Background: an optimization exercise with open tools, aiming at small area. Do not read the settings as production practice. The RTL was checked by simulation tests, not by an equivalence proof against the original design. Power and IR drop assume default switching activity.

**flow/run.sh**
```bash
#!/bin/bash
# Layout flow: the standard flow (standard synthesis unchanged), with
#  - the port buffers made with the smallest buffer (buf_1) instead of the default,
#  - clock tree synthesis with clkbuf_8 leaf clusters of at most 14 sinks and no
#    dummy loads,
#  - after global routing, gates off the critical paths downsized (RECOVER_POWER).
# Every tool's output goes to standard.log in this folder (ORFS also keeps its own
# per-step logs under orfs/logs).
set -o pipefail
CTS="-sink_clustering_enable -repair_clock_nets -sink_clustering_size 14 -sink_clustering_max_diameter 80 -buf_list sky130_fd_sc_hd__clkbuf_8 -dont_use_dummy_load"
bash standard.sh "BUFFER_PORTS_ARGS=-buffer_cell sky130_fd_sc_hd__buf_1" "CTS_ARGS=$CTS" RECOVER_POWER=100 finish > standard.log 2>&1
```
**standard.sh**
```bash
#!/bin/bash
# synth_recipe.tcl (not shown) runs the flow's synth.tcl, then flattens the netlist and writes it again
# the make line also repeats each setting of config.mk as NAME=value (left out here)
make -C /OpenROAD-flow-scripts/flow DESIGN_CONFIG=/design/flow/config.mk WORK_HOME=/design/flow/orfs CLKGATE_MAP_FILE= SYNTH_SCRIPT=/design/flow/synth_recipe.tcl "${@:-finish}"
```
**config.mk**
```make
export PLATFORM = sky130hd
export DESIGN_NAME = Follower
export DESIGN_NICKNAME = Follower
export VERILOG_FILES = /design/flow/design.v
export SDC_FILE = /design/flow/constraint.sdc
export NUM_CORES = 4
export LEC_CHECK = 0
export CAP_MARGIN = 20
export CORE_MARGIN = 2
export CORE_UTILIZATION = 40
export SLEW_MARGIN = 20
```
**constraint.sdc**
```tcl
create_clock -name core_clock -period 20.0 [get_ports {clk}]
set_input_delay 4.0000 -clock core_clock [delete_from_list [all_inputs] [get_ports {clk}]]
set_output_delay 4.0000 -clock core_clock [all_outputs]
set_load 0.01 [all_outputs]
```
**design.v**
```verilog
module reset_synch(rst_n, RST_n, clk);
   input RST_n, clk;  
   output reg rst_n; 
   reg q;
   always @(negedge clk, negedge RST_n)begin
          if(!RST_n)begin
            q<=0;
            rst_n<=0;
          end  
          else begin
            q<=1;
            rst_n<=q;
          end  
   end        
endmodule              
module pwm(PWM_sig, duty, cntr, rst_n, clk);
  output reg PWM_sig;
  input clk, rst_n;
  input [9:0] duty;
  input [9:0] cntr;
  always @(posedge clk, negedge rst_n)
    if (!rst_n) PWM_sig <= 1'b0;
    else if (cntr == duty) PWM_sig <= 1'b0;
    else if (&cntr) PWM_sig <= 1'b1;
endmodule
module pwm_cntr(cntr, rst_n, clk);
  output reg [9:0] cntr;
  input clk, rst_n;
  wire [9:0] nxt;
  inc #(10) iINC(.s(nxt), .a(cntr), .ci(1'b1));
  always @(posedge clk, negedge rst_n)
    if (!rst_n) cntr <= 10'h3ff;
    else cntr <= nxt;
endmodule
module motor_cntrl(clk, rst_n, rht, lft, pwm_cnt, fwd_rht, fwd_lft, rev_rht, rev_lft);
input clk, rst_n;
input [10:0] rht, lft;
output [9:0] pwm_cnt;
output logic fwd_rht, fwd_lft, rev_rht, rev_lft;
logic [9:0] in_right, in_left;
logic out_right, out_left;
pwm_cntr iCNT(.cntr(pwm_cnt), .rst_n(rst_n), .clk(clk));
pwm left_pwm(.PWM_sig(out_right), .duty(in_right), .cntr(pwm_cnt), .rst_n(rst_n), .clk(clk));
pwm right_pwm(.PWM_sig(out_left), .duty(in_left), .cntr(pwm_cnt), .rst_n(rst_n), .clk(clk));
assign in_right = rht[9:0];
assign in_left  = lft[9:0];
wire lz = ~|lft;
wire rz = ~|rht;
assign fwd_lft = lz | (~lft[10] & out_left);
assign rev_lft = lz | ( lft[10] & out_left);
assign fwd_rht = rz | (~rht[10] & out_right);
assign rev_rht = rz | ( rht[10] & out_right);
endmodule
module barcode(ID_vld, ID, BC, clr_ID_vld, clk, rst_n);
input logic BC, clr_ID_vld, clk, rst_n;
output logic [7:0] ID;
output logic ID_vld;
localparam IDLE = 3'd0, GTI = 3'd1, WS = 3'd2, SMPL = 3'd3, WH = 3'd4;
logic [2:0] state;
logic BC_filtered, BC_FF0, BC_FF1, BC_FF2, BC_FF3;
logic [21:0] timing_cnt, smpl_cnt;
logic [3:0] bit_cnt;
always @(posedge clk, negedge rst_n)
	if (!rst_n) {BC_FF0, BC_FF1, BC_FF2, BC_FF3} <= 4'hf;
	else {BC_FF0, BC_FF1, BC_FF2, BC_FF3} <= {BC, BC_FF0, BC_FF1, BC_FF2};
always @(posedge clk, negedge rst_n)
	if (!rst_n)
		BC_filtered <= 1'b1;
	else if (BC_FF1 & BC_FF2 & BC_FF3)
		BC_filtered <= 1'b1;
	else if (~(BC_FF1 | BC_FF2 | BC_FF3))
		BC_filtered <= 1'b0;
wire s_idle = (state == IDLE);
wire s_gti  = (state == GTI);
wire s_ws   = (state == WS);
wire s_smpl = (state == SMPL);
wire s_wh   = state[2];
wire smpl_z = ~|smpl_cnt[20:0];
wire [21:0] smpl_nxt = {smpl_cnt[20:0], smpl_cnt[21] ^ smpl_cnt[20] ^ smpl_z};
wire match = (smpl_cnt == timing_cnt);
wire shift = s_smpl & match;
wire tmo   = smpl_cnt[21] & smpl_z;
always @(posedge clk)
	if (s_gti & BC_filtered) timing_cnt <= smpl_cnt;
always @(posedge clk)
	if (s_idle | (s_gti & BC_filtered) | (s_ws & ~BC_filtered)) smpl_cnt <= 22'h0;
	else smpl_cnt <= smpl_nxt;
wire [3:0] bit_inc;
inc #(4) iINC(.s(bit_inc), .a(bit_cnt), .ci(shift));
always @(posedge clk)
	if (s_idle | s_gti) bit_cnt <= 4'h0;
	else bit_cnt <= bit_inc;
always @(posedge clk, negedge rst_n)
	if (!rst_n)
		state <= IDLE;
	else case (state)
		IDLE: if (~BC_filtered) state <= GTI;
		GTI:  if (BC_filtered) state <= WS;
		WS:   if (bit_cnt[3] | tmo) state <= IDLE;
		      else if (~BC_filtered) state <= SMPL;
		SMPL: if (match) state <= WH;
		default: if (BC_filtered) state <= WS;
	endcase
always @(posedge clk, negedge rst_n)
	if (!rst_n)
		ID <= 8'hFF;
	else if (clr_ID_vld)
		ID <= 8'hFF;
	else if (shift)
		ID <= {ID[6:0], BC_filtered};
always @(posedge clk, negedge rst_n)
	if (!rst_n)
		ID_vld <= 1'b0;
	else if (clr_ID_vld)
		ID_vld <= 1'b0;
	else if (~|ID[7:6])
		ID_vld <= 1'b1;
endmodule
module uart_rcv(rx_rdy, rx_data, clk, rst_n, RX);
	output reg [7:0] rx_data;
	output reg rx_rdy;
	input clk, rst_n, RX;
	reg rx_nr, rx_rd;
	reg [11:0] baud_cnt;
	reg [3:0] bit_cnt;
	reg [1:0] state;		 
	wire idle  = ~state[0] & ~state[1];
	wire first = state[0];
	wire rest  = state[1];
	wire [11:0] baud_nxt = {baud_cnt[10:0], ~(baud_cnt[11] ^ baud_cnt[7] ^ baud_cnt[1] ^ baud_cnt[0])};
	wire half = ((baud_cnt & 12'h7bf) == 12'h7ad);
	wire full = ((baud_cnt & 12'hff7) == 12'h586);
	wire done = bit_cnt[3] & bit_cnt[1];	 
	wire shift = (first & half) | (rest & ~done & full);
	always @(posedge clk, negedge rst_n)
		if (!rst_n) begin
			rx_nr <= 1'b1;
			rx_rd <= 1'b1;
		end else begin
			rx_nr <= RX;
			rx_rd <= rx_nr;
		end
	wire [3:0] bit_inc;
	inc #(4) iINC(.s(bit_inc), .a(bit_cnt), .ci(shift));
	always @(posedge clk)
		if (idle) bit_cnt <= 4'h0;
		else bit_cnt <= bit_inc;
	always @(posedge clk)
		if (idle | shift) baud_cnt <= 12'h000;
		else baud_cnt <= baud_nxt;
	always @(posedge clk)
		if (shift & ~(bit_cnt[3] & bit_cnt[0]))
			rx_data <= {rx_rd, rx_data[7:1]};
	always @(posedge clk, negedge rst_n)
		if (!rst_n) state <= 2'b00;
		else if (idle) state <= {1'b0, ~rx_rd};
		else if (first) state <= {half, ~half};
		else state <= {~done, 1'b0};
	always @(posedge clk, negedge rst_n)
		if (!rst_n) rx_rdy <= 1'b0;
		else rx_rdy <= rest & done;
endmodule
module A2D_intf(cnv_cmplt, res, a2d_SS_n, SCLK, MOSI, clk, rst_n, strt_cnv, chnnl, MISO);
output logic cnv_cmplt, a2d_SS_n, SCLK, MOSI;
output logic [11:0] res;
input logic clk, rst_n, strt_cnv, MISO;
input logic [2:0] chnnl;
logic [10:0] cnt;
logic [15:0] shft_reg;
wire idle = cnt[10] & cnt[9];
wire last = cnt[10] & ~cnt[9];
wire fin  = last & cnt[1] & cnt[0];
wire start = idle & strt_cnv;
wire shift = (cnt[4:0] == 5'd30);
wire [10:0] cnt_inc;
inc #(11) iINC(.s(cnt_inc), .a(cnt), .ci(1'b1));
assign a2d_SS_n = idle ? ~strt_cnv : fin;
assign SCLK = cnt[4];
assign MOSI = shft_reg[15];
assign res = ~shft_reg[11:0];
always @(posedge clk, negedge rst_n)
	if (!rst_n)
		cnt <= 11'h7ff;
	else if (a2d_SS_n)
		cnt <= 11'h7ff;
	else
		cnt <= cnt_inc;
always @(posedge clk, negedge rst_n)
	if (!rst_n)
		shft_reg[15] <= 1'b0;
	else if (start)
		shft_reg[15] <= 1'b0;
	else if (shift)
		shft_reg[15] <= shft_reg[14];
always @(posedge clk)
	if (start)
		shft_reg[14:0] <= {1'b0, chnnl, 11'h000};
	else if (shift)
		shft_reg[14:0] <= {shft_reg[13:0], MISO};
always @(posedge clk)
	if (strt_cnv)
		cnv_cmplt <= 1'b0;
	else if (fin)
		cnv_cmplt <= 1'b1;
endmodule
module alu(sum, sat, ic, a, b, inv, cin, intgrl);
  output [15:0] sum;		 
  output [11:0] sat;		 
  output [9:0] ic;
  input [15:0] a, b;
  input inv, cin;
  input [11:0] intgrl;
  rca #(16) iADD(.s(sum), .a(a), .b(b ^ {16{inv}}), .ci(cin));
  assign sat = (~sum[15] & |sum[14:11]) ? 12'h7ff :
               ( sum[15] & ~&sum[14:11]) ? 12'h800 : sum[11:0];
  wire [14:0] i7;
  rca #(15) iIC(.s(i7), .a({intgrl, 3'b000}), .b(~{{3{intgrl[11]}}, intgrl}), .ci(1'b1));
  assign ic = i7[14:5];
endmodule
module rca #(parameter W = 16) (s, a, b, ci);
  output [W-1:0] s;
  input [W-1:0] a, b;
  input ci;
  wire [W:0] c;
  assign c[0] = ci;
  genvar k;
  generate for (k = 0; k < W; k = k + 1) begin : fa
    assign s[k] = a[k] ^ b[k] ^ c[k];
    assign c[k+1] = (a[k] & b[k]) | (c[k] & (a[k] ^ b[k]));
  end endgenerate
endmodule
module inc #(parameter W = 8) (s, a, ci);
  output [W-1:0] s;
  input [W-1:0] a;
  input ci;
  wire [W:0] c;
  assign c[0] = ci;
  genvar k;
  generate for (k = 0; k < W; k = k + 1) begin : ha
    assign s[k] = a[k] ^ c[k];
    assign c[k+1] = a[k] & c[k];
  end endgenerate
endmodule
module motion(addr, strt_cnv, lft, rht, IR_out_en, IR_mid_en, IR_in_en, res, cnv_cmplt, go, pwm_cnt, clk, rst_n);
output reg [10:0] lft, rht;
output [2:0] addr;
output strt_cnv, IR_out_en, IR_mid_en, IR_in_en;
input [11:0] res;
input [9:0] pwm_cnt;
input cnv_cmplt, go, clk, rst_n;
localparam IDLE = 3'd0, TW = 3'd1, CW = 3'd2, CI = 3'd3, CALC = 3'd4;
reg [2:0] state;
reg [12:0] tmr;
reg [2:0] chnnl;
reg [1:0] itg_cnt;
reg [10:0] Fwd;
reg [15:0] Accum;
reg [11:0] Intgrl;
reg [13:0] Error;
wire s_idle = (state == IDLE);
wire s_tw   = (state == TW);
wire s_cw   = (state == CW);
wire s_ci   = (state == CI);
wire s_calc = state[2];
wire ch5 = chnnl[2] & chnnl[0];
wire cnv_done = s_cw & cnv_cmplt;
wire itg = s_ci & (&itg_cnt);
wire [12:0] tmr_nxt = {tmr[11:0], ~(tmr[12] ^ tmr[10] ^ tmr[8] ^ tmr[7])};
wire tmr32   = ((tmr & 13'h285) == 13'h081);
wire tmr4096 = ((tmr & 13'hdff) == 13'h05a);
wire [7:0] tk = {tmr[6] & ~tmr[7], tmr[5] & ~tmr[6], tmr[4] & ~tmr[5], tmr[3] & ~tmr[4],
                 tmr[2] & ~tmr[3], tmr[1] & ~tmr[2], tmr[0] & ~tmr[1], ~tmr[0]};
assign strt_cnv = s_tw & (chnnl[0] ? tmr32 : tmr4096);
wire [15:0] sum;
wire [11:0] sat;
wire [9:0] ic;
wire t0 = s_calc & tk[0];
wire t1 = s_calc & tk[1];
wire tF = s_calc & (tk[4] | tk[6]);	 
wire tR = s_calc & (tk[5] | tk[7]);	 
wire t45 = s_calc & tmr[3] & ~tmr[5];	 
wire [11:0] E = Error[11:0];
wire [15:0] opA = ({16{s_tw | s_cw | t1 | tR}} & Accum) |
                  ({16{s_ci}} & {{4{Intgrl[11]}}, Intgrl}) |
                  ({16{tF}} & {5'b0, Fwd}) |
                  ({16{t0}} & {{1{E[11]}}, E, 3'b000});
wire [13:0] res_sc = chnnl[2] ? {res, 2'b00} : chnnl[1] ? {1'b0, res, 1'b0} : {2'b00, res};
wire [15:0] opB = ({16{cnv_done}} & {2'b00, res_sc}) |
                  ({16{s_ci}} & {{8{E[11]}}, E[11:4]}) |
                  ({16{t1}} & {{10{E[11]}}, E[11:6]}) |
                  ({16{t0 | tF}} & {{2{Error[13]}}, Error}) |	 
                  ({16{tR}} & {{6{ic[9]}}, ic});
wire inv = (s_cw & chnnl[0]) | t0 | t1 | t45;
wire cin = (s_cw & chnnl[0]) | t0 | (t1 & ~|E[5:0]) | t45;
alu iALU(.sum(sum), .sat(sat), .ic(ic), .a(opA), .b(opB), .inv(inv), .cin(cin), .intgrl(Intgrl));
wire PWM_sig = ~pwm_cnt[7] | (~|pwm_cnt[6:4] & ~(pwm_cnt[3] & pwm_cnt[2] & (pwm_cnt[1] | pwm_cnt[0])));
always @(posedge clk, negedge rst_n)
	if (!rst_n)
		state <= IDLE;
	else case (state)
		IDLE: if (go) state <= TW;
		TW:   if (strt_cnv) state <= CW;
		CW:   if (cnv_cmplt) state <= ch5 ? CI : TW;
		CI:   state <= CALC;
		default: if (tk[7]) state <= IDLE;
	endcase
always @(posedge clk)
	if (s_idle | s_ci | (cnv_done & ~chnnl[0]))
		tmr <= 13'h0;
	else
		tmr <= tmr_nxt;
always @(posedge clk, negedge rst_n)
	if (!rst_n)
		chnnl <= 3'h0;
	else if (s_idle & go)
		chnnl <= 3'h0;
	else if (cnv_done & ~ch5)
		chnnl <= chnnl + 1'b1;
always @(posedge clk, negedge rst_n)
	if (!rst_n)
		itg_cnt <= 2'b00;
	else if (s_calc & tk[7])
		itg_cnt <= itg_cnt + 1'b1;
wire [10:0] Fwd_inc;
inc #(11) iFWD(.s(Fwd_inc), .a(Fwd), .ci(itg & ~&Fwd[10:8]));
always @(posedge clk)
	if (~go)
		Fwd <= 11'h000;
	else
		Fwd <= Fwd_inc;
always @(posedge clk)
	Accum <= sum;
always @(posedge clk)
	if (cnv_done & ch5)
		Error <= {{2{sat[11]}}, sat};
	else if (t1)
		Error <= sum[14:1];
always @(posedge clk, negedge rst_n)
	if (!rst_n)
		Intgrl <= 12'h000;
	else if (itg)
		Intgrl <= sat;
wire [10:0] drv = sat[11:1];
wire [9:0] drv_mag;
inc #(10) iMAG(.s(drv_mag), .a(drv[9:0] ^ {10{drv[10]}}), .ci(drv[10]));
wire [10:0] drv_sm = {drv[10], drv_mag};
always @(posedge clk, negedge rst_n)
	if (!rst_n)
		rht <= 11'h000;
	else if (!go)
		rht <= 11'h000;
	else if (s_calc & tk[5])
		rht <= drv_sm;
always @(posedge clk, negedge rst_n)
	if (!rst_n)
		lft <= 11'h000;
	else if (!go)
		lft <= 11'h000;
	else if (s_calc & tk[7])
		lft <= drv_sm;
assign addr = (chnnl == 3'b000) ? 3'b001:
              (chnnl == 3'b001) ? 3'b000:
              (chnnl == 3'b010) ? 3'b100:
              (chnnl == 3'b011) ? 3'b010:
              (chnnl == 3'b100) ? 3'b011:
              3'b111;
wire IR_en = (s_idle & go) | s_tw | (s_cw & ~(chnnl[0] & cnv_cmplt));
assign IR_in_en  = IR_en & ~chnnl[2] & ~chnnl[1] & PWM_sig;
assign IR_mid_en = IR_en & ~chnnl[2] &  chnnl[1] & PWM_sig;
assign IR_out_en = IR_en &  chnnl[2] & PWM_sig;
endmodule
module cmd_intf(buzz, buzz_n, go, in_transit, clr_ID_vld, ID, ID_vld, cmd_rdy, OK2Move, cmd, clk, rst_n);
output logic go, in_transit, clr_ID_vld, buzz, buzz_n;
input [7:0] cmd, ID;
input ID_vld, cmd_rdy, OK2Move, clk, rst_n;
logic [12:0] count;
logic [5:0] dest_ID;
wire buzz_en = in_transit & ~OK2Move;
wire c6250 = &{count[12], count[11], count[6], count[5], count[3], count[1]};
wire c6249 = &{count[12], count[11], count[6], count[5], count[3], count[0]};
wire [12:0] count_inc;
inc #(13) iINC(.s(count_inc), .a(count), .ci(buzz_en));
always @(posedge clk, negedge rst_n)
	if (!rst_n)
		count <= 13'h0000;
	else if (buzz_en & c6250)
		count <= 13'h0000;
	else
		count <= count_inc;
always @(posedge clk, negedge rst_n)
	if (!rst_n)
		buzz <= 1'b0;
	else
		buzz <= buzz_en & (buzz ^ c6249);
assign buzz_n = ~buzz;
wire go_cmd   = cmd_rdy & ~cmd[7] &  cmd[6];
wire stop_cmd = cmd_rdy & ~cmd[7] & ~cmd[6];
wire at_dest  = ID_vld & (ID[5:0] == dest_ID);
always @(posedge clk, negedge rst_n)
	if (!rst_n)
		in_transit <= 1'b0;
	else
		in_transit <= go_cmd | (in_transit & ~stop_cmd & ~at_dest);
always @(posedge clk)
	if (go_cmd)
		dest_ID <= cmd[5:0];
assign clr_ID_vld = in_transit & ID_vld & (~cmd_rdy | cmd[7]);
assign go = in_transit & OK2Move;
endmodule
module dig_core(clk,rst_n,cmd_rdy,cmd,lft,rht,buzz,buzz_n,
                in_transit,OK2Move,ID,clr_ID_vld,ID_vld,cnv_cmplt,strt_cnv,
                chnnl,A2D_res,IR_in_en,IR_mid_en,go,IR_out_en,led,pwm_cnt);
  input clk,rst_n;
  input cmd_rdy;
  input [7:0] cmd;
  input OK2Move;
  input [7:0] ID;
  input ID_vld;
  input cnv_cmplt;
  input [11:0] A2D_res;
  input [9:0] pwm_cnt;
  output [10:0] lft,rht;
  output buzz,buzz_n;
  output in_transit;
  output clr_ID_vld;
  output strt_cnv;
  output [2:0] chnnl;
  output IR_in_en,IR_mid_en,IR_out_en;
  output [7:0] led;
  output go;
  assign led = 8'h00;
  cmd_intf cmd_cntrl(.buzz(buzz), .buzz_n(buzz_n), .go(go), .in_transit(in_transit),
                     .clr_ID_vld(clr_ID_vld), .ID(ID), .ID_vld(ID_vld), .cmd_rdy(cmd_rdy),
                     .OK2Move(OK2Move), .cmd(cmd), .clk(clk), .rst_n(rst_n));
  motion motion_cntrl(.addr(chnnl), .strt_cnv(strt_cnv), .lft(lft), .rht(rht),
                      .IR_out_en(IR_out_en), .IR_mid_en(IR_mid_en), .IR_in_en(IR_in_en),
                      .res(A2D_res), .cnv_cmplt(cnv_cmplt), .go(go), .pwm_cnt(pwm_cnt),
                      .clk(clk), .rst_n(rst_n));
endmodule
module Follower(clk,RST_n,led,a2d_SS_n,SCLK,MISO,MOSI,rev_rht,
                rev_lft,fwd_rht,fwd_lft,IR_in_en,IR_mid_en,IR_out_en,
				in_transit,OK2Move,buzz,buzz_n,BC,RX);
  input clk,RST_n;			 
  input MISO;				 
  input BC;					 
  input OK2Move;			 
  input RX;					 
  output [7:0] led;				 
  output a2d_SS_n,SCLK,MOSI;	 
  output rev_rht,fwd_rht;		 
  output rev_lft,fwd_lft;		 
  output IR_in_en,IR_mid_en,IR_out_en;	 
  output buzz,buzz_n;			 
  output in_transit;			 
  wire [10:0] lft, rht;
  wire [7:0] cmd;
  wire [7:0] ID;
  wire [11:0] A2D_res;
  wire [2:0] chnnl;
  wire [9:0] pwm_cnt;
  wire cmd_rdy, ID_vld, clr_ID_vld;
  wire cnv_cmplt, strt_cnv, go;
  wire rst_n;
  reset_synch iRST(.clk(clk), .RST_n(RST_n), .rst_n(rst_n));
  dig_core iCORE(.clk(clk),.rst_n(rst_n),.cmd_rdy(cmd_rdy),.cmd(cmd),.led(led),
                 .lft(lft),.rht(rht),.buzz(buzz),.buzz_n(buzz_n),.in_transit(in_transit),
                 .OK2Move(OK2Move),.ID(ID),.clr_ID_vld(clr_ID_vld),.ID_vld(ID_vld),
                 .strt_cnv(strt_cnv),.cnv_cmplt(cnv_cmplt),.chnnl(chnnl),.A2D_res(A2D_res),
                 .go(go),.pwm_cnt(pwm_cnt),
                 .IR_in_en(IR_in_en),.IR_mid_en(IR_mid_en),.IR_out_en(IR_out_en));
  uart_rcv iCMD(.clk(clk),.rst_n(rst_n),.RX(RX),.rx_rdy(cmd_rdy),.rx_data(cmd));
  motor_cntrl iMTR(.clk(clk), .rst_n(rst_n), .lft(lft), .rht(rht), .pwm_cnt(pwm_cnt),
                   .fwd_lft(fwd_lft), .rev_lft(rev_lft), .fwd_rht(fwd_rht), .rev_rht(rev_rht));
  barcode iBC(.clk(clk),.rst_n(rst_n),.BC(BC),.ID_vld(ID_vld),.clr_ID_vld(clr_ID_vld),
              .ID(ID));
  A2D_intf iA2D(.clk(clk),.rst_n(rst_n),.strt_cnv(strt_cnv),.cnv_cmplt(cnv_cmplt),.chnnl(chnnl),
                .res(A2D_res),.a2d_SS_n(a2d_SS_n),.SCLK(SCLK),.MOSI(MOSI),.MISO(MISO));
endmodule
```
==> reports/summary.log, run 1 <==
[status] outcome failed layout checks
[status] reasons for failing layout checks capacitance limit, slew limit
[setup_path] peak per-stage delay on the critical path 2.64 ns
[sta] headroom to the max-slew limit -141%
[clock_network] root buffer cell sky130_fd_sc_hd__clkbuf_8
[floorplan] Core Rows 63
[sta] Hold Fails Final Rpt 0
[sta] Slew Viols, Final 135
[setup_path] Worst path slowest cell sky130_fd_sc_hd__clkbuf_1
[detailed_routing] post-route ant nets 0
[synth] portion of synthesized cell area occupied by the leading cell type 15.8%
[floorplan] die boundary width 178 µm
[synth] most area-consuming cells after synthesis sky130_fd_sc_hd__dfxtp_1 (16%), sky130_fd_sc_hd__dfrtp_1 (14%), sky130_fd_sc_hd__edfxtp_1 (13%), sky130_fd_sc_hd__dfstp_2 (7.8%), sky130_fd_sc_hd__ha_1 (6.5%)
[synth] area leader, netlist sky130_fd_sc_hd__dfxtp_1
[synth] post-synthesis cell area 12100 µm²
[synth] yosys warns 8
[power] total leakage power 5.31 nW
[layout] non-filler instance count after layout 1496
[setup_path] Critical Path Fanout Max 66
[detailed_routing] total met3 wirelength after detailed routing 1230 µm
[sta] count of final setup violators 0
[layout] post-route design area 12700 µm²
[power] worst supply voltage drop on vdd 47.7 µV
[placement] total half-perimeter wirelength after legalization and detailed placement 17200 µm
[setup_path] Crit path arrival time 14.98 ns
[detailed_routing] routed len/inst 16.4 µm
[clock_network] source-to-sink clock delay at the later pin of the worst-skew pair 0.54 ns
[clock_network] post-CTS setup buffers 0
[placement] placer congestion estimate 0.820
[detailed_routing] DRC violation count after routing 0
[floorplan] vertical die dimension 178 µm
[synth] per-instance average area after synthesis 11.0 µm²
[setup_path] worst reg2reg endpoint iMTR.right_pwm.PWM_sig
[power] total power draw 0.908 mW
[detailed_routing] Vias per Instance 5.21
[clock_network] clock tree from TritonCTS done
[sta] Clock Skew 0.0562 ns
[layout] registers with the most flip-flops iBC.smpl_cnt: 22 flops, iBC.timing_cnt: 22 flops
[clock_network] Reg clk slew, reported paths 0.09 ns
[layout] number of nets at the end of the flow 1201
[global_route] initial antenna violation count 0
[setup_path] Setup crit start kind register
[sta] setup repair after global routing missed its margin no
[synth] synthesized instance count 1101
[layout] n_diodes 0
[global_route] grt ovf 0
[setup_path] Worst setup endpoint iMTR.right_pwm.PWM_sig
[clock_network] clk sink count 253
[setup_path] Reg2Reg Setup Slack 4.86 ns
[floorplan] I/O pin count 27
[setup_path] cell-by-cell trace of the critical path clkbuf_1 > clkbuf_1
[clock_network] number of buffers inserted during clock tree synthesis 22
[detailed_routing] Vias 7800
[synth] register area share after synthesis 51.1%
[setup_path] worst setup path startpoint iRST.rst_n
[clock_network] Clock Path Buffers 3
[floorplan] starting utilization of the core area 40.7%
[run] max capacitance violation total 3
[detailed_routing] Initial DRT Pass Iterations 6
[synth] Async S/R FF share, synth 41.5%
[synth] number of enable flip-flop cells after synthesis 53
[min_path] Worst Hold Class register to register
[detailed_routing] met2 wirelength from detailed routing 10600 µm
[setup_path] Setup CP Type register to async pin
[floorplan] core region area 29600 µm²
[sta] final sum of negative setup slack 0 ns
[clock_network] number of H-tree branching levels 1
[detailed_routing] Max Used Layer met4
[placement] total instance count after detailed placement 1474
[clock_network] cells resized by post-CTS repair 0
[global_route] Total Routing Usage GR 16.2%
[detailed_routing] final wirelength 24500 µm
[layout] layout cell share with drive strength beyond 1 5.79%
[clock_network] number of hold buffers added after cts 0
[synth] unique cell type count in the Yosys netlist 68
[setup_path] worst reg2reg path depth 2
[detailed_routing] initial detailed-routing violation count 637
[placement] DP Area 12500 µm²
[synth] Seq cells post-synth 253
[setup_path] worst endpoint required time 19.83 ns
[detailed_routing] wire length on met1 12200 µm
[sta] Worst Max-Slew Pin Slew 3.61 ns
[setup_path] kind of end point of the critical path async pin
[layout] relative area change from synthesis to final layout 5.21%
[placement] total of buffers placed on input and output ports 18
[power] areal power density over the cells 71.5 nW/µm²
[setup_path] launch point of the worst reg-to-reg path iRST.rst_n
[synth] Top FF cell, synth sky130_fd_sc_hd__dfxtp_1
[global_route] number of global-route vias before repair 7833
[setup_path] most frequent CP cell sky130_fd_sc_hd__clkbuf_1
[floorplan] die footprint 31600 µm²
[global_route] maximum number of pins on one net before global-route repair 67
[global_route] wire length of the first global-routing pass 41400 µm
[kinds of logic after synthesis]
kind of cell / synth area share [%]
XOR/XNOR: 6.05
multiplexers: 2.24
AND/OR/NAND/NOR: 15.0
adder cells (fa/ha/maj): 10.5
AO/OA/AOI/OAI: 11.3
buffers and inverters: 3.72
flip-flops: 51.1
other: 0.0622
[metal layers]
| metal | vias to the layer above | GRT usage, % |
|---|---|---|
| met1 | 3770 | 23.7 |
| met4 | 0 | 4.20 |
| met5 | - | 0 |
| met2 | 163 | 25.1 |
| li1 | 3833 | - |
| met3 | 34 | 2.40 |
[worst min-delay path by stage]
stage / startpoint / to / slack (ns) / cells after the start
2_1_floorplan: iRST.q / iRST.rst_n / 0.29 / 0
3_3_place_gp: iRST.q / iRST.rst_n / 0.30 / 0
3_5_place_dp: iRST.q / iRST.rst_n / 0.31 / 0
4_1_cts: iRST.q / iRST.rst_n / 0.31 / 0
5_1_grt: iRST.q / iRST.rst_n / 0.32 / 0
6_report: iRST.q / iRST.rst_n / 0.31 / 0
[power by group]
group	switching, mW	internal, mW
Clock	0.162	0.0984
Sequential	0.0208	0.557
Combinational	0.0395	0.0297
[area by class of cell]
| cell class | instances | area [µm²] |
|---|---|---|
| flip-flops and latches | 253 | 6170 |
| well taps | 390 | 488 |
| repair buffers | 34 | 150 |
| multi-input cells | 756 | 5430 |
| clock buffers | 22 | 303 |
| inverters | 41 | 154 |
| fillers | 2949 | 16900 |
[Yosys cell counts, types with 5 or more instances]
master,count
sky130_fd_sc_hd__a21boi_0,11
sky130_fd_sc_hd__nand2b_1,17
sky130_fd_sc_hd__a21oi_1,57
sky130_fd_sc_hd__a21o_1,6
sky130_fd_sc_hd__xor2_1,35
sky130_fd_sc_hd__a31oi_1,8
sky130_fd_sc_hd__dfrtp_1,67
sky130_fd_sc_hd__ha_1,63
sky130_fd_sc_hd__mux2i_1,27
sky130_fd_sc_hd__nor2_1,45
sky130_fd_sc_hd__nand3_1,16
sky130_fd_sc_hd__nand2_1,119
sky130_fd_sc_hd__o21ai_0,34
sky130_fd_sc_hd__a22oi_1,18
sky130_fd_sc_hd__a222oi_1,17
sky130_fd_sc_hd__xnor2_1,42
sky130_fd_sc_hd__clkbuf_1,38
sky130_fd_sc_hd__o21ai_1,8
sky130_fd_sc_hd__dfxtp_1,95
sky130_fd_sc_hd__and3_1,14
sky130_fd_sc_hd__dfstp_2,36
sky130_fd_sc_hd__fa_1,24
sky130_fd_sc_hd__a221o_1,5
sky130_fd_sc_hd__nor3_1,9
sky130_fd_sc_hd__inv_1,41
sky130_fd_sc_hd__and2_1,30
sky130_fd_sc_hd__buf_6,5
sky130_fd_sc_hd__nand4_1,10
sky130_fd_sc_hd__edfxtp_1,53
sky130_fd_sc_hd__buf_4,9
sky130_fd_sc_hd__o21a_1,5
sky130_fd_sc_hd__nor4_1,20
sky130_fd_sc_hd__nor2b_1,48
[per-stage QoR]
step | setup WS [ns] | hold WS (ns) | util, %
after global placement | 6.17 | 0.303 | 42.1
after floorplan | 6.30 | 0.292 | -
final | 4.86 | 0.305 | 42.8
after CTS | 6.74 | 0.308 | 43.1
after detailed placement | 6.16 | 0.307 | 42.1
after global routing | 3.69 | 0.324 | 42.8
[cells in the final DEF (no fill, tap or decap), types with 13 or more instances in the layout]
| cell type | count |
|---|---|
| sky130_fd_sc_hd__a21boi_0 | 13 |
| sky130_fd_sc_hd__a21oi_1 | 59 |
| sky130_fd_sc_hd__a222oi_1 | 17 |
| sky130_fd_sc_hd__a22oi_1 | 18 |
| sky130_fd_sc_hd__and2_0 | 16 |
| sky130_fd_sc_hd__and2_1 | 14 |
| sky130_fd_sc_hd__and3_1 | 14 |
| sky130_fd_sc_hd__buf_1 | 17 |
| sky130_fd_sc_hd__clkbuf_8 | 22 |
| sky130_fd_sc_hd__dfrtp_1 | 67 |
| sky130_fd_sc_hd__dfstp_2 | 29 |
| sky130_fd_sc_hd__dfxtp_1 | 95 |
| sky130_fd_sc_hd__edfxtp_1 | 53 |
| sky130_fd_sc_hd__fa_1 | 24 |
| sky130_fd_sc_hd__ha_1 | 63 |
| sky130_fd_sc_hd__inv_1 | 41 |
| sky130_fd_sc_hd__mux2i_1 | 27 |
| sky130_fd_sc_hd__nand2_1 | 119 |
| sky130_fd_sc_hd__nand2b_1 | 17 |
| sky130_fd_sc_hd__nand3_1 | 16 |
| sky130_fd_sc_hd__nor2_1 | 45 |
| sky130_fd_sc_hd__nor2b_1 | 49 |
| sky130_fd_sc_hd__nor4_1 | 20 |
| sky130_fd_sc_hd__o21ai_0 | 39 |
| sky130_fd_sc_hd__xnor2_1 | 43 |
| sky130_fd_sc_hd__xor2_1 | 35 |
[critical path: cells and delay by family, from the launching register on]
kind                   cells  cell delay [ns]
buffers and inverters      2             4.03
flip-flops                 1             0.38
==> run 2: changes to the inputs <==
==> flow/run.sh (replaced) <==
#!/bin/bash
# Layout flow: the standard flow (standard synthesis unchanged), with
#  - the port buffers made with the smallest buffer (buf_1) instead of the default,
#  - clock tree synthesis with clkbuf_8 leaf clusters of at most 14 sinks and no
#    dummy loads.
# Every tool's output goes to standard.log in this folder (ORFS also keeps its own
# per-step logs under orfs/logs).
set -o pipefail
CTS="-sink_clustering_enable -repair_clock_nets -sink_clustering_size 14 -sink_clustering_max_diameter 80 -buf_list sky130_fd_sc_hd__clkbuf_8 -dont_use_dummy_load"
bash standard.sh "BUFFER_PORTS_ARGS=-buffer_cell sky130_fd_sc_hd__buf_1" "CTS_ARGS=$CTS" finish > standard.log 2>&1
--- a/config.mk
+++ b/config.mk
@@ -7,5 +7,5 @@
 export LEC_CHECK = 0
 export CAP_MARGIN = 20
 export CORE_MARGIN = 2
-export CORE_UTILIZATION = 40
+export CORE_UTILIZATION = 55
 export SLEW_MARGIN = 20
==> reports/summary.log, run 2 <==
[status] outcome no timing/DRC/antenna violations [was failed layout checks]
[setup_path] peak per-stage delay on the critical path 0.12 ns [was 2.64 ns]
[clock_network] Clock Path Buffers 3 [unchanged]
[synth] register area share after synthesis 51.1% [unchanged]
[synth] portion of synthesized cell area occupied by the leading cell type 15.8% [unchanged]
[floorplan] vertical die dimension 152 µm [was 178 µm]
[setup_path] Setup crit start kind input pin [was register]
[synth] Async S/R FF share, synth 41.5% [unchanged]
[global_route] grt ovf 0 [unchanged]
[sta] Clock Skew 0.0720 ns [was 0.0562 ns]
[min_path] Worst Hold Depth 0 [unchanged]
[global_route] number of global-route vias before repair 7701 [was 7833]
[placement] placer congestion estimate 0.865 [was 0.820]
[sta] headroom to the max-slew limit 38.0% [was -141%]
[placement] total instance count after detailed placement 1364 [was 1474]
[global_route] wire length of the first global-routing pass 41200 µm [was 41400 µm]
[clock_network] Reg clk slew, reported paths 0.09 ns [about the same]
[clock_network] source-to-sink clock delay at the later pin of the worst-skew pair 0.55 ns [was 0.54 ns]
[synth] most frequent cells after synthesis sky130_fd_sc_hd__nand2_1 (119), sky130_fd_sc_hd__dfxtp_1 (95), sky130_fd_sc_hd__dfrtp_1 (67), sky130_fd_sc_hd__ha_1 (63), sky130_fd_sc_hd__a21oi_1 (57) [unchanged]
[synth] most area-consuming cells after synthesis sky130_fd_sc_hd__dfxtp_1 (16%), sky130_fd_sc_hd__dfrtp_1 (14%), sky130_fd_sc_hd__edfxtp_1 (13%), sky130_fd_sc_hd__dfstp_2 (7.8%), sky130_fd_sc_hd__ha_1 (6.5%) [unchanged]
[layout] non-filler instance count after layout 1387 [was 1496]
[setup_path] Setup CP Type input pin to async pin [was register to async pin]
[setup_path] buffers and inverters on the worst path 1 [was 2]
[run] max capacitance violation total 0 [was 3]
[synth] synthesized instance count 1101 [unchanged]
[power] total leakage power 5.38 nW [was 5.31 nW]
[layout] area used by sequential logic in the layout 6170 µm² [unchanged]
[detailed_routing] routed len/inst 17.7 µm [was 16.4 µm]
[detailed_routing] DRC violation count after routing 0 [unchanged]
[global_route] Total Routing Usage GR 21.6% [was 16.2%]
[sta] setup repair after global routing missed its margin no [unchanged]
[clock_network] clk sink count 253 [unchanged]
[detailed_routing] Max Used Layer met4 [unchanged]
[floorplan] Core Rows 54 [was 63]
[clock_network] cells resized by post-CTS repair 0 [unchanged]
[setup_path] Worst path top cell family by delay buffers and inverters [unchanged]
[sta] Hold Fails Final Rpt 0 [unchanged]
[clock_network] number of H-tree branching levels 1 [unchanged]
[layout] share of the core filled with cells 58.3% [was 42.8%]
[detailed_routing] post-route ant nets 0 [unchanged]
[clock_network] number of buffers inserted during clock tree synthesis 22 [unchanged]
[power] worst supply voltage drop on vdd 69.6 µV [was 47.7 µV]
[synth] per-instance average area after synthesis 11.0 µm² [unchanged]
[setup_path] Worst path slowest cell sky130_fd_sc_hd__buf_1 [was sky130_fd_sc_hd__clkbuf_1]
[detailed_routing] Initial DRT Pass Iterations 8 [was 6]
[detailed_routing] wire length on met1 12100 µm [was 12200 µm]
[clock_network] post-CTS setup buffers 0 [unchanged]
[clock_network] root buffer cell sky130_fd_sc_hd__clkbuf_8 [unchanged]
[global_route] maximum number of pins on one net before global-route repair 63 [was 67]
[layout] most frequent cells in the layout sky130_fd_sc_hd__nand2_1 (119), sky130_fd_sc_hd__dfxtp_1 (95), sky130_fd_sc_hd__dfrtp_1 (67) [unchanged]
[synth] area leader, netlist sky130_fd_sc_hd__dfxtp_1 [unchanged]
[detailed_routing] total met3 wirelength after detailed routing 1200 µm [was 1230 µm]
[synth] Seq cells post-synth 253 [unchanged]
[power] areal power density over the cells 71.7 nW/µm² [was 71.5 nW/µm²]
[setup_path] Crit path arrival time 4.12 ns [was 14.98 ns]
[detailed_routing] Vias per Instance 5.62 [was 5.21]
[placement] total of buffers placed on input and output ports 18 [unchanged]
[layout] n_diodes 0 [unchanged]
[setup_path] cell-by-cell trace of the critical path buf_1 [was clkbuf_1 > clkbuf_1]
[floorplan] die footprint 23100 µm² [was 31600 µm²]
[setup_path] kind of end point of the critical path async pin [unchanged]
[detailed_routing] Vias 7798 [was 7800]
[placement] total half-perimeter wirelength after legalization and detailed placement 17200 µm [about the same]
[detailed_routing] initial detailed-routing violation count 544 [was 637]
[layout] number of nets at the end of the flow 1202 [was 1201]
[setup_path] worst endpoint required time 10.76 ns [was 19.83 ns]
[sta] Worst Max-Slew Pin Slew 0.927 ns [was 3.61 ns]
[layout] multi-input combinational cell area 5480 µm² [was 5430 µm²]
[floorplan] starting utilization of the core area 55.6% [was 40.7%]
[layout] relative area change from synthesis to final layout 4.83% [was 5.21%]
[sta] Slew Viols, Final 0 [was 135]
[layout] layout cell share with drive strength beyond 1 7.86% [was 5.79%]
[floorplan] I/O pin count 27 [unchanged]
[clock_network] clock tree from TritonCTS done [unchanged]
[floorplan] die boundary width 152 µm [was 178 µm]
[sta] count of final setup violators 0 [unchanged]
[min_path] Worst Hold Class register to register [unchanged]
[synth] post-synthesis cell area 12100 µm² [unchanged]
[layout] commonest non-fill, non-tap cell in the layout sky130_fd_sc_hd__nand2_1 [unchanged]
[layout] fillcell total 1872 [was 2949]
[synth] yosys warns 8 [unchanged]
[global_route] initial antenna violation count 0 [unchanged]
[layout] registers with the most flip-flops iBC.smpl_cnt: 22 flops, iBC.timing_cnt: 22 flops [unchanged]
[sta] final sum of negative setup slack 0 ns [unchanged]
[setup_path] Critical Path Fanout Max 2 [was 66]
[floorplan] core region area 21700 µm² [was 29600 µm²]
[setup_path] Levels on crit path 1 [was 2]
[setup_path] worst reg2reg path depth 39 [was 2]
[detailed_routing] final wirelength 24500 µm [about the same]
[synth] Top FF cell, synth sky130_fd_sc_hd__dfxtp_1 [unchanged]
[synth] cell with the most instances after synthesis sky130_fd_sc_hd__nand2_1 [unchanged]
[detailed_routing] met2 wirelength from detailed routing 10700 µm [was 10600 µm]
[power] total power draw 0.907 mW [was 0.908 mW]
[clock_network] number of hold buffers added after cts 0 [unchanged]
[synth] unique cell type count in the Yosys netlist 68 [unchanged]
[synth] number of enable flip-flop cells after synthesis 53 [unchanged]
==> run 2: cell counts after synthesis <==
No cell type changed its count.
==> run 2: per-stage QoR <==
step                instance area, µm²  setup slack (ns)  hold slack, ns
floorplan                        12100              6.30           0.292
finish                           12600              6.64           0.349
global placement                 12300              6.17           0.304
global route                     12600              6.62           0.355
CTS                              12600              6.64           0.350
detailed placement               12300              6.14           0.331
==> run 2: kinds of logic (layout without fill, tap and decap cells) <==
group | after synthesis | after routing | share of synthesized area, %
simple gates | 352 | 352 | 15.0
compound gates | 202 | 202 | 11.3
flops | 253 | 253 | 51.1
other cells | 2 | 9 | 0.0622
xor+xnor | 79 | 79 | 6.05
fa+ha+maj | 87 | 87 | 10.5
buf+inv | 99 | 98 | 3.72
mux | 27 | 27 | 2.24
==> run 2: layer usage <==
metal / vias to the layer above / GRT usage (%)
li1: 3838 / -
met1: 3758 / 32.5
met2: 164 / 32.7
met3: 38 / 3.65
met4: 0 / 5.79
met5: - / 0
==> run 2: layout make-up <==
cell class | count | share of cell area (%)
Sequential cell | 253 | 48.7
Inverter | 41 | 1.22
Timing Repair Buffer | 35 | 1.52
Clock buffer | 22 | 2.39
Multi-Input combinational cell | 756 | 43.3
Tap cell | 280 | 2.77
==> run 2: report_power, final <==
part / switching, mW / total [mW] / leakage [nW] / internal, mW
Clock: 0.159 / 0.258 / 0.158 / 0.0985
Combinational: 0.0390 / 0.0704 / 2.71 / 0.0314
Sequential: 0.0209 / 0.578 / 2.51 / 0.557
Total: 0.219 / 0.907 / 5.38 / 0.687
==> run 2: worst paths after layout <==
kind                                               from                         to  slack (ns)
max                                               RST_n                 iRST.rst_n        6.64
min                                          iCMD.rx_nr                 iCMD.rx_rd        0.35
max reg2reg                iCORE.motion_cntrl.Intgrl[3]  iCORE.motion_cntrl.rht[9]        8.03
min reg2reg                                  iCMD.rx_nr                 iCMD.rx_rd        0.35
max in group core_clock    iCORE.motion_cntrl.Intgrl[3]  iCORE.motion_cntrl.rht[9]        8.03
min in group asynchronous                    iRST.rst_n  iCORE.motion_cntrl.rht[6]       10.34
==> run 3: changes to the inputs <==
--- a/config.mk
+++ b/config.mk
@@ -7,5 +7,5 @@
 export LEC_CHECK = 0
 export CAP_MARGIN = 20
 export CORE_MARGIN = 2
-export CORE_UTILIZATION = 55
+export CORE_UTILIZATION = 40
 export SLEW_MARGIN = 20
==> reports/summary.log, run 3 <==
[status] outcome no timing/DRC/antenna violations [unchanged]
[setup_path] peak per-stage delay on the critical path 0.11 ns [was 0.12 ns]
[global_route] met3 routing resource usage after global routing 2.40% [was 3.65%]
[global_route] met2 track demand over resource in global routing 25.1% [was 32.7%]
[placement] total half-perimeter wirelength after legalization and detailed placement 17200 µm [about the same]
[min_path] Worst Hold Depth 0 [unchanged]
[detailed_routing] final wirelength 24500 µm [about the same]
[global_route] initial antenna violation count 0 [unchanged]
[floorplan] starting utilization of the core area 40.7% [was 55.6%]
[detailed_routing] Vias per Instance 5.21 [was 5.62]
[setup_path] Setup CP Type input pin to async pin [unchanged]
[setup_path] launch point of the worst reg-to-reg path iCORE.motion_cntrl.Intgrl[3] [unchanged]
[sta] Slew Viols, Final 0 [unchanged]
[synth] portion of synthesized cell area occupied by the leading cell type 15.8% [unchanged]
[sta] Hold Fails Final Rpt 0 [unchanged]
[floorplan] vertical die dimension 178 µm [was 152 µm]
[clock_network] cells resized by post-CTS repair 0 [unchanged]
[placement] total of buffers placed on input and output ports 18 [unchanged]
[setup_path] worst endpoint required time 10.82 ns [was 10.76 ns]
[sta] final worst setup slack 6.71 ns [was 6.64 ns]
[layout] area used by sequential logic in the layout 6170 µm² [unchanged]
[run] max capacitance violation total 0 [unchanged]
[placement] placer congestion estimate 0.820 [was 0.865]
[power] total power draw 0.910 mW [was 0.907 mW]
[sta] headroom to the max-slew limit 32.9% [was 38.0%]
[layout] layout cell share with drive strength beyond 1 7.69% [was 7.86%]
[min_path] Worst Hold Class register to register [unchanged]
[synth] synthesized instance count 1101 [unchanged]
[clock_network] root buffer cell sky130_fd_sc_hd__clkbuf_8 [unchanged]
[setup_path] Critical Path Fanout Max 2 [unchanged]
[layout] n_diodes 0 [unchanged]
[synth] most frequent cells after synthesis sky130_fd_sc_hd__nand2_1 (119), sky130_fd_sc_hd__dfxtp_1 (95), sky130_fd_sc_hd__dfrtp_1 (67), sky130_fd_sc_hd__ha_1 (63), sky130_fd_sc_hd__a21oi_1 (57) [unchanged]
[layout] fillcell total 2928 [was 1872]
[setup_path] Worst path top cell family by delay buffers and inverters [unchanged]
[detailed_routing] Vias 7792 [was 7798]
[synth] most area-consuming cells after synthesis sky130_fd_sc_hd__dfxtp_1 (16%), sky130_fd_sc_hd__dfrtp_1 (14%), sky130_fd_sc_hd__edfxtp_1 (13%), sky130_fd_sc_hd__dfstp_2 (7.8%), sky130_fd_sc_hd__ha_1 (6.5%) [unchanged]
[synth] register area share after synthesis 51.1% [unchanged]
[min_path] worst min-delay path startpoint iRST.q [was iCMD.rx_nr]
[layout] multi-input combinational cell area 5480 µm² [about the same]
[power] areal power density over the cells 71.2 nW/µm² [was 71.7 nW/µm²]
[floorplan] die boundary width 178 µm [was 152 µm]
[setup_path] cell-by-cell trace of the critical path buf_1 [unchanged]
[synth] Seq cells post-synth 253 [unchanged]
[clock_network] number of hold buffers added after cts 0 [unchanged]
[power] worst supply voltage drop on vdd 48.0 µV [was 69.6 µV]
[detailed_routing] post-route ant nets 0 [unchanged]
[setup_path] worst reg2reg endpoint iCORE.motion_cntrl.lft[9] [was iCORE.motion_cntrl.rht[9]]
[setup_path] worst setup path startpoint RST_n [unchanged]
[synth] per-instance average area after synthesis 11.0 µm² [unchanged]
[detailed_routing] Initial DRT Pass Iterations 7 [was 8]
[global_route] number of global-route vias before repair 7833 [was 7701]
[floorplan] core region area 29600 µm² [was 21700 µm²]
[sta] final sum of negative setup slack 0 ns [unchanged]
[setup_path] buffers and inverters on the worst path 1 [unchanged]
[sta] setup repair after global routing missed its margin no [unchanged]
[synth] area leader, netlist sky130_fd_sc_hd__dfxtp_1 [unchanged]
[detailed_routing] initial detailed-routing violation count 748 [was 544]
[global_route] met1 demand-to-capacity share in global routing 23.7% [was 32.5%]
[placement] DP Area 12500 µm² [was 12300 µm²]
[setup_path] worst reg2reg path depth 39 [unchanged]
[synth] number of enable flip-flop cells after synthesis 53 [unchanged]
[clock_network] number of buffers inserted during clock tree synthesis 22 [unchanged]
[clock_network] source-to-sink clock delay at the later pin of the worst-skew pair 0.53 ns [was 0.55 ns]
[floorplan] Core Rows 63 [was 54]
[layout] most frequent cells in the layout sky130_fd_sc_hd__nand2_1 (119), sky130_fd_sc_hd__dfxtp_1 (95), sky130_fd_sc_hd__dfrtp_1 (67) [unchanged]
[clock_network] Clock Path Buffers 3 [unchanged]
[synth] cell with the most instances after synthesis sky130_fd_sc_hd__nand2_1 [unchanged]
[sta] Worst Max-Slew Pin Slew 1.01 ns [was 0.927 ns]
[synth] Async S/R FF share, synth 41.5% [unchanged]
[global_route] maximum number of pins on one net before global-route repair 67 [was 63]
[setup_path] Crit path arrival time 4.11 ns [was 4.12 ns]
[synth] Top FF cell, synth sky130_fd_sc_hd__dfxtp_1 [unchanged]
[clock_network] post-CTS setup buffers 0 [unchanged]
[floorplan] I/O pin count 27 [unchanged]
[layout] registers with the most flip-flops iBC.smpl_cnt: 22 flops, iBC.timing_cnt: 22 flops [unchanged]
[global_route] wire length of the first global-routing pass 41400 µm [was 41200 µm]
[layout] commonest non-fill, non-tap cell in the layout sky130_fd_sc_hd__nand2_1 [unchanged]
[clock_network] Reg clk slew, reported paths 0.06 ns [was 0.09 ns]
[clock_network] number of H-tree branching levels 1 [unchanged]
[floorplan] die footprint 31600 µm² [was 23100 µm²]
[setup_path] Worst path slowest cell sky130_fd_sc_hd__buf_1 [unchanged]
[sta] worst hold slack across all endpoints 0.305 ns [was 0.349 ns]
[synth] post-synthesis cell area 12100 µm² [unchanged]
[sta] Clock Skew 0.0554 ns [was 0.0720 ns]
[sta] count of final setup violators 0 [unchanged]
[global_route] most heavily used metal layer in global routing met2 [unchanged]
[global_route] grt ovf 0 [unchanged]
[global_route] Total Routing Usage GR 16.2% [was 21.6%]
[layout] relative area change from synthesis to final layout 5.92% [was 4.83%]
[power] total leakage power 5.38 nW [about the same]
[layout] post-route design area 12800 µm² [was 12600 µm²]
[clock_network] clock tree from TritonCTS done [unchanged]
[synth] yosys warns 8 [unchanged]
[clock_network] clk sink count 253 [unchanged]
[setup_path] Setup crit start kind input pin [unchanged]
[layout] number of nets at the end of the flow 1201 [was 1202]
[detailed_routing] DRC violation count after routing 0 [unchanged]
[placement] post-placement setup slack 6.16 ns [was 6.14 ns]
[detailed_routing] routed len/inst 16.4 µm [was 17.7 µm]
[setup_path] kind of end point of the critical path async pin [unchanged]
[min_path] Hold Path End iRST.rst_n [was iCMD.rx_rd]
[setup_path] Reg2Reg Setup Slack 8.13 ns [was 8.03 ns]
[synth] unique cell type count in the Yosys netlist 68 [unchanged]
-- run 3: cell counts after synthesis --
Identical to the previous run, type by type.
-- run 3: logic make-up (layout without fill, tap and decap cells) --
logic type / after synthesis / after routing / synth area share (%)
XOR/XNOR: 79 / 79 / 6.05
buffers and inverters: 99 / 97 / 3.72
AND/OR/NAND/NOR: 352 / 352 / 15.0
AO/OA/AOI/OAI: 202 / 202 / 11.3
flip-flops: 253 / 253 / 51.1
adder cells (fa/ha/maj): 87 / 87 / 10.5
other: 2 / 9 / 0.0622
multiplexers: 27 / 27 / 2.24
-- run 3: layout make-up --
type	instances	area share, %
Tap cell	390	3.82
Clock buffer	22	2.37
Inverter	41	1.20
Multi-Input combinational cell	756	42.9
Timing Repair Buffer	34	1.47
Sequential cell	253	48.2
-- run 3: layer usage --
layer  part of all wire [%]  wire length [µm]
met1                     50             12200
met2                     43             10600
met3                    5.0              1230
met4                    1.9               475
met5                      0                 0
-- run 3: worst max-delay path by stage --
stage	to	slack [ns]	cells after the start
floorplan	iRST.q	6.30	0
global placement	iRST.q	6.17	1
detailed placement	iRST.q	6.16	1
CTS	iRST.q	6.74	1
global route	iRST.rst_n	6.72	1
finish	iRST.q	6.71	1
-- run 3: report_power, final --
part	internal (mW)	switching, mW	total, mW
combinational	0.0312	0.0398	0.0711
sequential	0.558	0.0207	0.578
clock	0.0984	0.162	0.261
total	0.687	0.223	0.910
-- run 3: through the flow --
stage	util, %	cells
3_3_place_gp	42.1	1474
2_1_floorplan	-	1108
4_1_cts	43.1	1496
3_5_place_dp	42.1	1474
6_report	43.1	1496
5_1_grt	43.1	1496
==> run 4: changes to the inputs <==
--- a/design.v
+++ b/design.v
@@ -284,14 +284,15 @@
                   ({16{s_ci}} & {{4{Intgrl[11]}}, Intgrl}) |
                   ({16{tF}} & {5'b0, Fwd}) |
                   ({16{t0}} & {{1{E[11]}}, E, 3'b000});
-wire [13:0] res_sc = chnnl[2] ? {res, 2'b00} : chnnl[1] ? {1'b0, res, 1'b0} : {2'b00, res};
-wire [15:0] opB = ({16{cnv_done}} & {2'b00, res_sc}) |
+wire rep = strt_cnv & ((~chnnl[2] & chnnl[1] & chnnl[0]) | (chnnl[2] & ~chnnl[1] & ~chnnl[0]));
+wire [13:0] res_sc = (s_cw & chnnl[2]) ? {res, 2'b00} : {2'b00, res};
+wire [15:0] opB = ({16{cnv_done | rep}} & {2'b00, res_sc}) |
                   ({16{s_ci}} & {{8{E[11]}}, E[11:4]}) |
                   ({16{t1}} & {{10{E[11]}}, E[11:6]}) |
                   ({16{t0 | tF}} & {{2{Error[13]}}, Error}) |	 
                   ({16{tR}} & {{6{ic[9]}}, ic});
-wire inv = (s_cw & chnnl[0]) | t0 | t1 | t45;
-wire cin = (s_cw & chnnl[0]) | t0 | (t1 & ~|E[5:0]) | t45;
+wire inv = (s_cw & chnnl[0]) | (rep & chnnl[2]) | t0 | t1 | t45;
+wire cin = (s_cw & chnnl[0]) | (rep & chnnl[2]) | t0 | (t1 & ~|E[5:0]) | t45;
 alu iALU(.sum(sum), .sat(sat), .ic(ic), .a(opA), .b(opB), .inv(inv), .cin(cin), .intgrl(Intgrl));
 wire PWM_sig = ~pwm_cnt[7] | (~|pwm_cnt[6:4] & ~(pwm_cnt[3] & pwm_cnt[2] & (pwm_cnt[1] | pwm_cnt[0])));
 always @(posedge clk, negedge rst_n)
==> reports/summary.log, run 4 <==
[synth] Seq cells post-synth 253 [unchanged]
[status] outcome no timing/DRC/antenna violations [unchanged]
[global_route] wire length of the first global-routing pass 41000 µm [was 41400 µm]
[setup_path] worst endpoint required time 10.82 ns [about the same]
[setup_path] Worst path top cell family by delay buffers and inverters [unchanged]
[min_path] Worst Hold Class register to register [unchanged]
[synth] Top FF cell, synth sky130_fd_sc_hd__dfxtp_1 [unchanged]
[min_path] Worst Hold Depth 0 [unchanged]
[clock_network] number of hold buffers added after cts 0 [unchanged]
[clock_network] cells resized by post-CTS repair 0 [unchanged]
[layout] layout cell share with drive strength beyond 1 8.01% [was 7.69%]
[layout] relative area change from synthesis to final layout 6.49% [was 5.92%]
[clock_network] clk sink count 253 [unchanged]
[synth] fraction of the mapped netlist area in compound gates 11.2% [was 11.3%]
[floorplan] die footprint 31300 µm² [was 31600 µm²]
[synth] main combinational cell family by area after synthesis simple AND/OR/NAND/NOR gates [unchanged]
[setup_path] launch point of the worst reg-to-reg path iCORE.motion_cntrl.Intgrl[3] [unchanged]
[setup_path] Crit path arrival time 4.11 ns [about the same]
[sta] headroom to the max-slew limit 30.7% [was 32.9%]
[setup_path] peak per-stage delay on the critical path 0.11 ns [about the same]
[synth] unique cell type count in the Yosys netlist 67 [was 68]
[detailed_routing] post-route ant nets 0 [unchanged]
[detailed_routing] Vias per Instance 5.24 [was 5.21]
[setup_path] worst reg2reg path depth 41 [was 39]
[synth] cell with the most instances after synthesis sky130_fd_sc_hd__nand2_1 [unchanged]
[sta] count of final setup violators 0 [unchanged]
[clock_network] number of buffers inserted during clock tree synthesis 22 [unchanged]
[detailed_routing] routed len/inst 16.4 µm [about the same]
[synth] multiplexer share of the synthesized area 1.26% [was 2.24%]
[setup_path] kind of end point of the critical path async pin [unchanged]
[power] worst supply voltage drop on vdd 46.9 µV [was 48.0 µV]
[setup_path] Reg2Reg Setup Slack 8.16 ns [was 8.13 ns]
[sta] Worst Max-Slew Pin Slew 1.04 ns [was 1.01 ns]
[sta] final sum of negative setup slack 0 ns [unchanged]
[min_path] Hold Path End iRST.rst_n [unchanged]
[global_route] number of global-route vias before repair 7708 [was 7833]
[min_path] worst min-delay path startpoint iRST.q [unchanged]
[detailed_routing] final wirelength 24600 µm [was 24500 µm]
[synth] yosys warns 8 [unchanged]
[layout] number of nets at the end of the flow 1206 [was 1201]
[layout] commonest non-fill, non-tap cell in the layout sky130_fd_sc_hd__nand2_1 [unchanged]
[floorplan] I/O pin count 27 [unchanged]
[setup_path] buffers and inverters on the worst path 1 [unchanged]
[placement] DP Area 12400 µm² [was 12500 µm²]
[clock_network] Reg clk slew, reported paths 0.06 ns [about the same]
[synth] portion of synthesized cell area occupied by the leading cell type 15.9% [was 15.8%]
[sta] worst hold slack across all endpoints 0.306 ns [was 0.305 ns]
[synth] xor/xnor share of the synthesized area 5.99% [was 6.05%]
[setup_path] Critical Path Fanout Max 2 [unchanged]
[layout] n_diodes 0 [unchanged]
[layout] registers with the most flip-flops iBC.smpl_cnt: 22 flops, iBC.timing_cnt: 22 flops [unchanged]
[detailed_routing] Vias 7860 [was 7792]
[setup_path] Setup CP Type input pin to async pin [unchanged]
[floorplan] starting utilization of the core area 40.4% [was 40.7%]
[synth] simple-gate portion of the synthesized area 15.8% [was 15.0%]
[placement] total half-perimeter wirelength after legalization and detailed placement 17300 µm [was 17200 µm]
[layout] most frequent cells in the layout sky130_fd_sc_hd__nand2_1 (133), sky130_fd_sc_hd__dfxtp_1 (95), sky130_fd_sc_hd__dfrtp_1 (67) [was sky130_fd_sc_hd__nand2_1 (119), sky130_fd_sc_hd__dfxtp_1 (95), sky130_fd_sc_hd__dfrtp_1 (67)]
[setup_path] cell-by-cell trace of the critical path buf_1 [unchanged]
[clock_network] post-CTS setup buffers 0 [unchanged]
[global_route] initial antenna violation count 0 [unchanged]
[power] areal power density over the cells 71.5 nW/µm² [was 71.2 nW/µm²]
[synth] most area-consuming cells after synthesis sky130_fd_sc_hd__dfxtp_1 (16%), sky130_fd_sc_hd__dfrtp_1 (14%), sky130_fd_sc_hd__edfxtp_1 (13%), sky130_fd_sc_hd__dfstp_2 (7.9%), sky130_fd_sc_hd__ha_1 (6.6%) [was sky130_fd_sc_hd__dfxtp_1 (16%), sky130_fd_sc_hd__dfrtp_1 (14%), sky130_fd_sc_hd__edfxtp_1 (13%), sky130_fd_sc_hd__dfstp_2 (7.8%), sky130_fd_sc_hd__ha_1 (6.5%)]
[synth] area leader, netlist sky130_fd_sc_hd__dfxtp_1 [unchanged]
[synth] synthesized instance count 1100 [was 1101]
[power] total leakage power 5.27 nW [was 5.38 nW]
[power] total power draw 0.910 mW [about the same]
[global_route] Total Routing Usage GR 16.3% [was 16.2%]
[detailed_routing] DRC violation count after routing 0 [unchanged]
[clock_network] root buffer cell sky130_fd_sc_hd__clkbuf_8 [unchanged]
[floorplan] Core Rows 63 [unchanged]
[sta] Hold Fails Final Rpt 0 [unchanged]
[floorplan] vertical die dimension 177 µm [was 178 µm]
[placement] placer congestion estimate 0.870 [was 0.820]
[clock_network] number of H-tree branching levels 1 [unchanged]
[synth] post-synthesis cell area 11900 µm² [was 12100 µm²]
[global_route] maximum number of pins on one net before global-route repair 75 [was 67]
[clock_network] source-to-sink clock delay at the later pin of the worst-skew pair 0.56 ns [was 0.53 ns]
[floorplan] die boundary width 177 µm [was 178 µm]
[layout] post-route design area 12700 µm² [was 12800 µm²]
[synth] Adder-Cell Fraction of Synth Area 10.6% [was 10.5%]
[setup_path] Setup crit start kind input pin [unchanged]
[synth] per-instance average area after synthesis 10.9 µm² [was 11.0 µm²]
[setup_path] Worst path slowest cell sky130_fd_sc_hd__buf_1 [unchanged]
[global_route] grt ovf 0 [unchanged]
[synth] Async S/R FF share, synth 41.5% [unchanged]
[placement] total of buffers placed on input and output ports 18 [unchanged]
[sta] setup repair after global routing missed its margin no [unchanged]
[floorplan] core region area 29600 µm² [about the same]
[synth] most frequent cells after synthesis sky130_fd_sc_hd__nand2_1 (133), sky130_fd_sc_hd__dfxtp_1 (95), sky130_fd_sc_hd__dfrtp_1 (67), sky130_fd_sc_hd__ha_1 (63), sky130_fd_sc_hd__xnor2_1 (56) [was sky130_fd_sc_hd__nand2_1 (119), sky130_fd_sc_hd__dfxtp_1 (95), sky130_fd_sc_hd__dfrtp_1 (67), sky130_fd_sc_hd__ha_1 (63), sky130_fd_sc_hd__a21oi_1 (57)]
[clock_network] clock tree from TritonCTS done [unchanged]
[placement] post-placement setup slack 6.15 ns [was 6.16 ns]
[sta] Slew Viols, Final 0 [unchanged]
[sta] final worst setup slack 6.71 ns [about the same]
[synth] number of enable flip-flop cells after synthesis 53 [unchanged]
[sta] Clock Skew 0.0544 ns [was 0.0554 ns]
[detailed_routing] Initial DRT Pass Iterations 6 [was 7]
[setup_path] worst reg2reg endpoint iCORE.motion_cntrl.lft[9] [unchanged]
[run] max capacitance violation total 0 [unchanged]
[detailed_routing] initial detailed-routing violation count 586 [was 748]
[clock_network] Clock Path Buffers 3 [unchanged]
[synth] register area share after synthesis 51.6% [was 51.1%]
==> run 4: changes by cell type after synthesis, sizes merged, moves of 10 or more <==
cell    before  now
a221oi       4   14
xor2        35   22
mux2i       27   15
nand2      119  133
a21boi      13    1
a22oi       18    1
a22o         2   29
nor3        11   21
xnor2       44   58
==> run 4: per-stage QoR <==
stage	util [%]	instances
after floorplan	-	1107
after global placement	42.0	1479
after detailed placement	42.0	1479
after CTS	43.0	1501
after global routing	43.0	1501
final	43.0	1501
==> run 4: worst register-to-register path, delay by kind of cell, from the launching register on <==
kind                     cells  cell delay [ns]
AO/OA/AOI/OAI                5             0.97
XOR/XNOR                     4             1.07
adder cells (fa/ha/maj)     25             8.06
buffers and inverters        3             0.60
flip-flops                   1             0.45
multiplexers                 1             0.11
AND/OR/NAND/NOR              3             0.52
==> run 4: layout make-up <==
class	instances	area, µm²
clock buffer	22	303
timing repair buffer	34	188
tap	390	488
multi-input combinational	757	5410
fill	2823	16800
inverter	45	170
sequential	253	6170
==> run 4: power by group <==
part | internal (mW) | switching (mW) | leakage [nW]
logic | 0.0333 | 0.0406 | 2.55
registers | 0.557 | 0.0202 | 2.56
clock network | 0.0985 | 0.160 | 0.158
total | 0.689 | 0.221 | 5.27
==> run 4: cell families after synthesis <==
| family | count (synthesis) |
|---|---|
| adder cells (fa/ha/maj) | 87 |
| other | 2 |
| XOR/XNOR | 80 |
| AND/OR/NAND/NOR | 372 |
| buffers and inverters | 97 |
| flip-flops | 253 |
| AO/OA/AOI/OAI | 194 |
| multiplexers | 15 |
==> run 4: how the worst max path moves through the flow <==
stage / start / end / cells after the start
2_1_floorplan: RST_n / iRST.q / 0
3_3_place_gp: RST_n / iRST.q / 1
3_5_place_dp: RST_n / iRST.rst_n / 1
4_1_cts: RST_n / iRST.rst_n / 1
5_1_grt: RST_n / iRST.rst_n / 1
6_report: RST_n / iRST.rst_n / 1
==> run 4: per-layer routing <==
layer | vias to the layer above | global-route usage (%) | share of wire, %
met3 | 39 | 2.41 | 5.2
met5 | - | 0 | 0
met2 | 164 | 24.8 | 43
met4 | 0 | 4.30 | 2.1
li1 | 3848 | - | -
met1 | 3809 | 24.3 | 50
